Context: an optimization exercise on an open-source flow, tuned for small area. The choices shown serve that exercise and are no tape-out recipe.
In this exercise RTL edits were held to simulation tests only and were not proved equivalent to the original.

==> design.v <==
module seg_clock(clock, rst, seg_d, seg_w,w_key,val); 
input  clock;      
input  rst;
input [3:0] val;
input [4:0] w_key;
output [7:0] seg_d;  
output [3:0] seg_w;  
wire   scan_en;    
wire [11:0] num_reg1;
wire [11:0] num_reg2;
wire [3:0] opcode;
wire [11:0] num_out;
wire [7:0] result;
wire [23:0] my_code;
wire [3:0] key_byte;
wire [11:0] p2;
wire state;
wire a;
reg cnt;
	always @(posedge clock or negedge rst) begin
		if (!rst) 
			cnt <= 1'b0;
		else 
			cnt <= cnt + 1'b1;
	end
	wire div_en;
	assign div_en = ~cnt;
clock_div   clock_div(
                       .clk(clock),
                       .rst(rst),
                       .en(div_en),
		               .tick(scan_en)
		     );
the_key    the_key(
                  .clk(clock),
	                .rst(rst),
	                .val(val),
	                .w_key(w_key),
	                .key_byte(key_byte),
	                .state(state),
	                .a(a)
                  );
bcd  bcd2 (
             .b(result),
             .p(p2)
);
in_ctrl control(
                  .CLK_1K(clock),
                  .RST(rst),
                  .key_value(key_byte),
                  .num_result(p2),
                  .reg1(num_reg1),
                  .reg2(num_reg2),
                  .opcodedd(opcode),
                  .num_out(num_out),
                  .flag(state)
                );
calculate calculate(
                     .num_reg1(num_reg1),
                     .num_reg2(num_reg2),
                     .rst(rst),
                     .sym(opcode),
                     .clk(clock),
                     .eval_flag(a),
                     .result(result)
);
num_to_code  to_code(  
                      .my_code(my_code),
                      .my_data(num_out)
		    );
display   Display(
                   .clk(clock),
                   .en(scan_en),
                   .rst(rst),
		               .seg(my_code),		      
		               .seg_d(seg_d),
                   .seg_w(seg_w)
		 );		
endmodule
module clock_div(clk,rst,en,tick);
input  clk;
input  rst;
input  en;
output tick;
reg    clk_out2;
reg [27:0] DIV_cnt2;
parameter  period2=2;
assign tick = en && (DIV_cnt2 == (period2>>1)-1);
always @ (posedge clk or negedge rst)  
 begin
  if (!rst)
    begin
      DIV_cnt2 <= 28'd0;
      clk_out2 <= 1'b0;
    end
  else if (en)
    begin
      DIV_cnt2 <= DIV_cnt2 + 1;
      if(DIV_cnt2 == (period2>>1)-1) 
        clk_out2 <= 1'b1;
      else if(DIV_cnt2 == period2-1) 
        begin
          clk_out2  <= 1'b0;
          DIV_cnt2  <= 28'd0;
        end
    end
 end
endmodule
module the_key(
  input clk,
  input rst,
  input [3:0] val,
  input [4:0] w_key,
  output [3:0] key_byte,
  output state,
  output a
);
reg [3:0]ss;
assign a = w_key[0];
assign key_byte = ss; 
assign state = w_key[4]|w_key[3]|w_key[2]|w_key[1]|w_key[0];
always@(posedge clk or negedge rst)
begin
  if (!rst)
      ss <= 0;
  else if(w_key[4] == 1)
    ss <= 4'ha;
  else if(w_key[3] == 1)
    ss <= 4'hb;
  else if(w_key[2] == 1)
    ss <= 4'hc;
  else if(w_key[1] == 1)
    ss <= val;
  else if(w_key[0] == 1)
    ss <= 4'he;
end
endmodule
module bcd (
  input wire [7:0] b,
  output wire [11:0] p
);
reg [17:0] z;
reg [11:0] pp;
assign p = pp;
integer i;
always @ ( * )
begin
  for (i = 0; i <=17; i = i + 1)
    z[i] = 0;
    z[10:3] = b;  
  repeat (5)  
  begin
    if (z[11:8] > 4)  
      z[11:8] = z[11:8] +3;  
    if (z[15:12] > 4)  
      z[15:12] = z[15:12] +3;  
    z[17:1] = z[16:0];  
  end
  pp = {2'b00,z[17:8]}; 
end
endmodule
module in_ctrl(
input CLK_1K,
input RST,
input [3:0] key_value,
input flag,
input [11:0] num_result,
output [11:0] reg1,
output [11:0] reg2,
output [3:0] opcodedd,
output [11:0] num_out
);
localparam IDLE = 4'b0000;
localparam S0 = 4'b0001;
localparam S1 = 4'b0010;
localparam S2 = 4'b0100;
reg [11:0]num_reg1;
reg [11:0]num_reg2;
assign reg1 = num_reg1;
assign reg2 = num_reg2;
reg [3:0] state_now, next;
reg [3:0] opcode_reg;
reg [3:0] opcode;
reg done;
reg [1:0] flag_in_r;
wire flag_in_pos;
reg flag_1;
assign num_out = reg2 ? reg2 : reg1;
assign opcodedd = opcode;
always@(posedge CLK_1K or negedge RST)
begin
if(~RST)
  state_now <= S0;
else
  state_now <= next;
end
always@(posedge CLK_1K or negedge RST)
begin
  if(~RST)
    begin
      num_reg1 <= 0;
      num_reg2 <= 0;
      opcode_reg <= 0;
      opcode <= 0;
      next <= 4'b0001;
      done<= 0;
    end
  else if(flag_1&!done)
    begin
    case(state_now)
    S0:if((key_value >= 4'h0)&&(key_value <= 4'h9))
          num_reg1 <= {num_reg1[7:0],key_value};
      else if(key_value>=4'ha && key_value <= 4'hd)
        begin
          next<=S1;
          opcode_reg <= key_value;
        end
    S1:if(key_value >= 4'ha && key_value<= 4'hd)
         opcode_reg <= key_value;
       else if(key_value >= 4'h0 && key_value <= 4'h9)
         begin
          num_reg2 <= {num_reg2[7:0],key_value[3:0]};
          opcode<=opcode_reg;
         end
       else if(key_value == 4'he)
         begin
           next <= S2;       
         end
     S2:if(key_value>=4'h0 && key_value<=4'h9)
        begin 
          num_reg2 <= 0;
          opcode_reg <=0;
          num_reg1 <= key_value;
          next <= S0;
        end
        else if((key_value >= 4'ha) && (key_value <= 4'hd))
          begin
            num_reg1 <= num_result;
            num_reg2 <= 0;
            opcode_reg <= key_value;
            next <= S1;
          end
     endcase
     done <= 1;
   end
   else if(flag_in_pos)
     done <= 0;
end
always@(posedge CLK_1K or negedge RST)
begin
  if(!RST)
    flag_in_r <= 2'b0;
  else
    flag_in_r <= {flag_in_r[0], flag};
end
assign flag_in_pos = ~flag_in_r[1] & flag_in_r[0];
always@(posedge CLK_1K or negedge RST)
begin
  if(!RST)
    flag_1 <= 0;
  else if (flag_in_pos)
  begin
    flag_1 <= 1'b1;
  end
  else if(done)
    flag_1 <= 0;
  else 
    flag_1 <= flag_1;
end
endmodule
module calculate(
  input [11:0]num_reg1,
  input [11:0]num_reg2,
  input[3:0]sym,
  input eval_flag,
  input rst,
  input clk,
  output [7:0 ]result
);
reg flag;
reg [7:0] sum1;
reg [7:0] sum2;
reg [7:0] binary;
reg [1:0]b;
assign result = binary;
always @(posedge clk or negedge rst )
begin
  if(!rst)
    b <= 2'b00;
  else 
b <= {b[0],eval_flag};
end
always @(posedge clk or negedge rst )
begin
  if(!rst)
    binary <= 8'd0;
  else if(eval_flag == 1)
    case (sym) 
           4'ha: binary <= (num_reg1[11:8]*100+num_reg1[7:4]*10+num_reg1[3:0]) + (num_reg2[11:8]*100+num_reg2[7:4]*10+num_reg2[3:0]);
           4'hb: binary <= (num_reg1[11:8]*100+num_reg1[7:4]*10+num_reg1[3:0]) - (num_reg2[11:8]*100+num_reg2[7:4]*10+num_reg2[3:0]);
           4'hc: binary <= (num_reg1[11:8]*100+num_reg1[7:4]*10+num_reg1[3:0]) * (num_reg2[11:8]*100+num_reg2[7:4]*10+num_reg2[3:0]);
           4'hd: if (num_reg2 == 12'd0)
                   binary <= 8'hff;
                 else
                   binary <= (num_reg1[11:8]*100+num_reg1[7:4]*10+num_reg1[3:0]) / (num_reg2[11:8]*100+num_reg2[7:4]*10+num_reg2[3:0]);
     default: binary <= binary;
endcase
end
endmodule
module num_to_code(my_code,my_data);
input [11:0] my_data;       
output [23:0]my_code;     
reg [23:0] code;
wire [11:0] data; 
assign my_code = code;
assign data = my_data;
always @ (*)
      begin
	    case(data[11:8])
	      4'h0 : code[23:16] = 8'hfc;  
	      4'h1 : code[23:16] = 8'h60;  
	      4'h2 : code[23:16] = 8'hda;  
	      4'h3 : code[23:16] = 8'hf2;  
	      4'h4 : code[23:16] = 8'h66;  
	      4'h5 : code[23:16] = 8'hb6;  
	      4'h6 : code[23:16] = 8'hbe;  
	      4'h7 : code[23:16] = 8'he0;  
	      4'h8 : code[23:16] = 8'hfe;  
	      4'h9 : code[23:16] = 8'hf6;  
	      default : code[23:16] = 8'h00;  
        endcase 
        case(data[7:4])
          4'h0 : code[15:8] = 8'hfc;  
          4'h1 : code[15:8] = 8'h60;  
          4'h2 : code[15:8] = 8'hda;  
          4'h3 : code[15:8] = 8'hf2;  
          4'h4 : code[15:8] = 8'h66;  
          4'h5 : code[15:8] = 8'hb6;  
          4'h6 : code[15:8] = 8'hbe;  
          4'h7 : code[15:8] = 8'he0;  
          4'h8 : code[15:8] = 8'hfe;  
          4'h9 : code[15:8] = 8'hf6;  
          default : code[15:8] = 8'h00; 
         endcase 
        case(data[3:0])
           4'h0 : code[7:0] = 8'hfc;  
           4'h1 : code[7:0] = 8'h60;  
           4'h2 : code[7:0] = 8'hda;  
           4'h3 : code[7:0] = 8'hf2;  
           4'h4 : code[7:0] = 8'h66;  
           4'h5 : code[7:0] = 8'hb6;  
           4'h6 : code[7:0] = 8'hbe;  
           4'h7 : code[7:0] = 8'he0;  
          4'h8 : code[7:0] = 8'hfe;  
          4'h9 : code[7:0] = 8'hf6;  
          default : code[7:0] = 8'h00; 
        endcase 
 end
endmodule 
module display(clk, en, seg, seg_d, seg_w,rst);
input [23:0] seg;                   
input clk;                      
input en;                       
input rst;                      
output [7:0]seg_d;               
output [3:0]seg_w;              
reg[7:0] seg_d0;
reg[3:0] seg_w0;
reg[3:0] scan_cnt;  
wire[7:0] seg1,seg2,seg3; 
assign seg_d = seg_d0;
assign seg_w = seg_w0;
assign seg3 = seg[23:16];
assign seg2 = seg[15:8];
assign seg1 = seg[7:0];
always @ (posedge clk or negedge rst)   
 begin
  if(!rst)
    scan_cnt <= 0;
  else if (en)
    begin
      scan_cnt <= scan_cnt+1;
      if (scan_cnt == 3'd3)
        scan_cnt <=  0;
    end
 end
always @ (*)    
 begin
   case (scan_cnt)
	3'd0 : seg_w0 = 4'b0100;
	3'd1 : seg_w0 = 4'b0010;
	3'd2 : seg_w0 = 4'b0001;
	default :seg_w0 = 4'b0000;
   endcase
 end 
always @ (*)   
 begin
   case (scan_cnt)
	3'd0 : seg_d0 = seg3; 
	3'd1 : seg_d0 = seg2;
	3'd2 : seg_d0 = seg1;
	default :seg_d0 = 8'h00;
   endcase  
 end
endmodule 
==> run.sh <==
#!/bin/bash
# synth_recipe.tcl (not shown) runs the flow's synth.tcl, then flattens the netlist and writes it again
# the make line also repeats each setting of config.mk as NAME=value (left out here)
make -C /OpenROAD-flow-scripts/flow DESIGN_CONFIG=/design/flow/config.mk WORK_HOME=/design/flow/orfs CLKGATE_MAP_FILE= SYNTH_SCRIPT=/design/flow/synth_recipe.tcl finish
==> config.mk <==
export PLATFORM = sky130hd
export DESIGN_NAME = seg_clock
export DESIGN_NICKNAME = seg_clock
export VERILOG_FILES = /design/flow/design.v
export SDC_FILE = /design/flow/constraint.sdc
export NUM_CORES = 4
export LEC_CHECK = 0
export CAP_MARGIN = 20
export CORE_MARGIN = 2
export CORE_UTILIZATION = 40
export SLEW_MARGIN = 20
==> constraint.sdc <==
create_clock -name core_clock -period 150.0 [get_ports {clock}]
set_input_delay 30.0000 -clock core_clock [delete_from_list [all_inputs] [get_ports {clock}]]
set_output_delay 30.0000 -clock core_clock [all_outputs]
set_load 0.01 [all_outputs]
==> run notes <==
## synthesized netlist by cell type, drive strengths merged (38+ instances only)
library cell / number
a211oi: 39
a21oi: 280
a21o: 69
xnor2: 136
mux2i: 51
o211ai: 38
o31ai: 111
nor2: 381
nor3: 240
and2: 63
and3: 45
inv: 138
or3: 42
nand2: 349
xor2: 90
o21a: 211
mux2: 78
clkbuf: 65
nand3: 107
or2: 69
dfrtp: 87
o21ai: 196
nand4: 63
nand2b: 59
ha: 435
## layer usage
metal	track usage	routed length, µm
met1	0.296	39800
met3	0.0139	2710
met2	0.380	39700
met5	0	0
met4	0.0436	1510
## how the worst min path moves through the flow
stage,from,end,slack [ns],cells after the start
6_report,control.next[0]$_DFFE_PN1P_,control.state_now[0]$_DFF_PN1_,0.37,0
5_1_grt,control.next[0]$_DFFE_PN1P_,control.state_now[0]$_DFF_PN1_,0.38,0
4_1_cts,control.next[0]$_DFFE_PN1P_,control.state_now[0]$_DFF_PN1_,0.37,0
3_5_place_dp,control.next[0]$_DFFE_PN1P_,control.state_now[0]$_DFF_PN1_,0.36,0
3_3_place_gp,control.next[3]$_DFFE_PN0P_,control.state_now[3]$_DFF_PN0_,0.36,0
2_1_floorplan,control.next[3]$_DFFE_PN0P_,control.state_now[3]$_DFF_PN0_,0.35,0
## final cells by class
class / instances / area (µm²)
clock buffers: 11 / 233
diodes: 1 / 2.50
well taps: 959 / 1200
fillers: 7666 / 41700
inverters: 142 / 533
flip-flops and latches: 89 / 2230
clock inverters: 5 / 62.6
multi-input cells: 3667 / 26100
repair buffers: 62 / 513
## cell families (layout without fill, tap and decap cells)
kind of cell             after synthesis  after routing  synth area share
XOR/XNOR                             226            226            0.0678
AND/OR/NAND/NOR                     1580           1580             0.276
adder cells (fa/ha/maj)              460            460             0.203
AO/OA/AOI/OAI                       1251           1251             0.296
buffers and inverters                243            220            0.0328
other                                  1             22          0.000128
multiplexers                         129            129            0.0476
flip-flops                            89             89            0.0764
## worst max-delay path: cells and delay by family, from the launching register on
family	cells	cell delay, ns
AO/OA/AOI/OAI	242	52.88
XOR/XNOR	1	0.18
adder cells (fa/ha/maj)	36	10.80
buffers and inverters	21	3.45
flip-flops	1	0.60
multiplexers	11	4.56
AND/OR/NAND/NOR	129	33.22
## through the flow
step           utilization  instance area [µm²]
6_report             0.426                30900
3_5_place_dp         0.422                30600
5_1_grt              0.426                30900
2_1_floorplan            -                29300
4_1_cts              0.426                30900
3_3_place_gp         0.422                30600
==> run notes <==
Cell at the root of the clock tree -> sky130_fd_sc_hd__clkbuf_16
Class of the tightest hold or removal check -> reg -> reg
Largest area contributor in the netlist -> sky130_fd_sc_hd__ha_1
Worst hold slack -> 0.371 ns
CP Data Required Time -> 150.25 ns
Initial core utilization -> 0.402
TritonCTS clock tree -> done
Die boundary width -> 274 µm
Category of the worst setup path capture point -> register
Capture point of the worst path -> calculate.binary[0]$_DFFE_PN0P_
Post-layout net count -> 4440
Share of the cycle needed by the critical path after routing -> 0.707
First-iteration detailed-routing DRC count -> 1507
Number of synthesized flops with an enable pin -> 0
CTS sink cnt -> 89
Initial antenna violation count -> 0
Max-cap violations -> 0
Crit path from -> control.num_reg2[7]$_DFFE_PN0P_
Highest-delay cell along the critical path -> sky130_fd_sc_hd__a211oi_1
CTS HTree Levels -> 3
Area Overhead vs Synth -> 5.86%
RSZ-0062 raised after global routing -> false
Register-to-Register Path Depth -> 440
Cts repair resizes -> 0
Biggest cell delay along the critical path -> 0.85 ns
Overall routed net length -> 83700 µm
CP arrival -> 106.27 ns
Placed Cells incl. Taps -> 4919
Sequential share of the synthesized area -> 0.0764
Commonest non-fill, non-tap cell in the layout -> sky130_fd_sc_hd__ha_1
Max FFs per register -> 28
Pin count of the biggest net entering global routing -> 68
Total DRC errors in the routed layout -> 0
Die area -> 0.0752 mm²
Worst-case setup slack after placement -> 44.84 ns
Setup slack after layout -> 43.99 ns
Proportion of register bits with asynchronous set or reset after synthesis -> 1.00
Final global-route overflow total -> 0
Cell Area, Synth -> 0.0292 mm²
Top Registers -> clock_div.DIV_cnt2 (28), control.num_reg1 (12), control.num_reg2 (12)
Maximum count of clock buffers along a single path -> 2
Port bufs -> 20
Cell types occupying the most area after synthesis -> sky130_fd_sc_hd__ha_1 (19%), sky130_fd_sc_hd__dfrtp_1 (7.5%), sky130_fd_sc_hd__o21a_1 (5.4%)
Top fanout value on the critical path -> 28
Placeable core region -> 0.0726 mm²
Outcome -> finished clean
Worst clock skew on the final layout -> 0.0153 ns
Iteration count of the initial detailed-routing pass -> 5
Boundary Pins -> 23
Post-CTS Repair Setup Buffers -> 0
Most frequent cells in the layout -> sky130_fd_sc_hd__ha_1 (435), sky130_fd_sc_hd__nor2_1 (379), sky130_fd_sc_hd__nand2_1 (348), sky130_fd_sc_hd__a21oi_1 (278), sky130_fd_sc_hd__nor3_1 (231)
Vias -> 29500
Element type at the critical path start -> register
Total Routing Usage GR -> 0.218
Sum of negative setup slack -> 0 ns
Total of hold buffers inserted after clock tree synthesis -> 0
Endpoint of the worst-slack reg-to-reg timing path -> calculate.binary[0]$_DFFE_PN0P_
Die boundary height -> 274 µm
WL per Instance -> 17.0 µm
Final hold viol count -> 0
Total of flip-flops plus latches after synthesis -> 89
Final setup violating endpoints -> 0
Antenna Violating Nets Remaining -> 0
Gpl congestion -> 0.908
Number of pins exceeding their max-slew limit in the final report -> 0
Max Clock Freq -> 0.00943 GHz
Register bank with the most flops -> clock_div.DIV_cnt2
Post-detailed-placement half-perimeter wirelength -> 66700 µm
Setup slack on the worst flop-to-flop path -> 43.99 ns
Vias in the first global route -> 27500
Routed via count divided by cell count -> 5.98
Clock period minus final worst setup slack -> 106.01 ns
Fraction of final layout cells with drive strength greater than 1 -> 0.0709
Worst-skew pair later-pin latency -> 0.36 ns
Synth cell types -> 124
Worst-path clk slew -> 0.07 ns
Reg-to-Reg Start -> control.num_reg2[7]$_DFFE_PN0P_
Cell row count -> 99
Count of synthesis-stage warnings from yosys -> 8
First-pass GRT wire length -> 138000 µm
Yosys top cell area share -> 0.186
Non-filler cells in the finished layout -> 4936
Ys flop type -> sky130_fd_sc_hd__dfrtp_1
Worst Path Class, Setup -> reg -> reg
Number of buffers created by CTS -> 9
Per-instance average area after synthesis -> 7.34 µm²
Crit path top cell by count -> sky130_fd_sc_hd__o21a_1
Tightest Pin Transition -> 1.00 ns
Synthesized instance count -> 3979
Headroom to the max-slew limit -> 0.330

-- port drivers added, routing unchanged --
How much do the figures lean on ideal ports? The routed layout below was timed once more, with nothing changed but the port constraints. Step 1 (the two cells are an assumption about what drives the block):
set clk [get_ports {clock}]
set_driving_cell -lib_cell sky130_fd_sc_hd__clkbuf_16 $clk
set_driving_cell -lib_cell sky130_fd_sc_hd__buf_2 [delete_from_list [all_inputs] $clk]
Step 2 moves the port delays by t, midway between the first and last clock arrival at a register: inputs arrive t later, outputs are due t later. That takes back most of the time a late clock gives input paths. Three values: ideal, step 1, step 2; two values: the first two.
t, ns: 0.396
slack for setup (ns): 43.987 / 43.987 / 43.987
worst setup path after step 2: register to register
After both steps this run still meets setup and hold. The setup slack of this run moves by 0.000 ns with the drivers and by 0.000 ns with both steps.
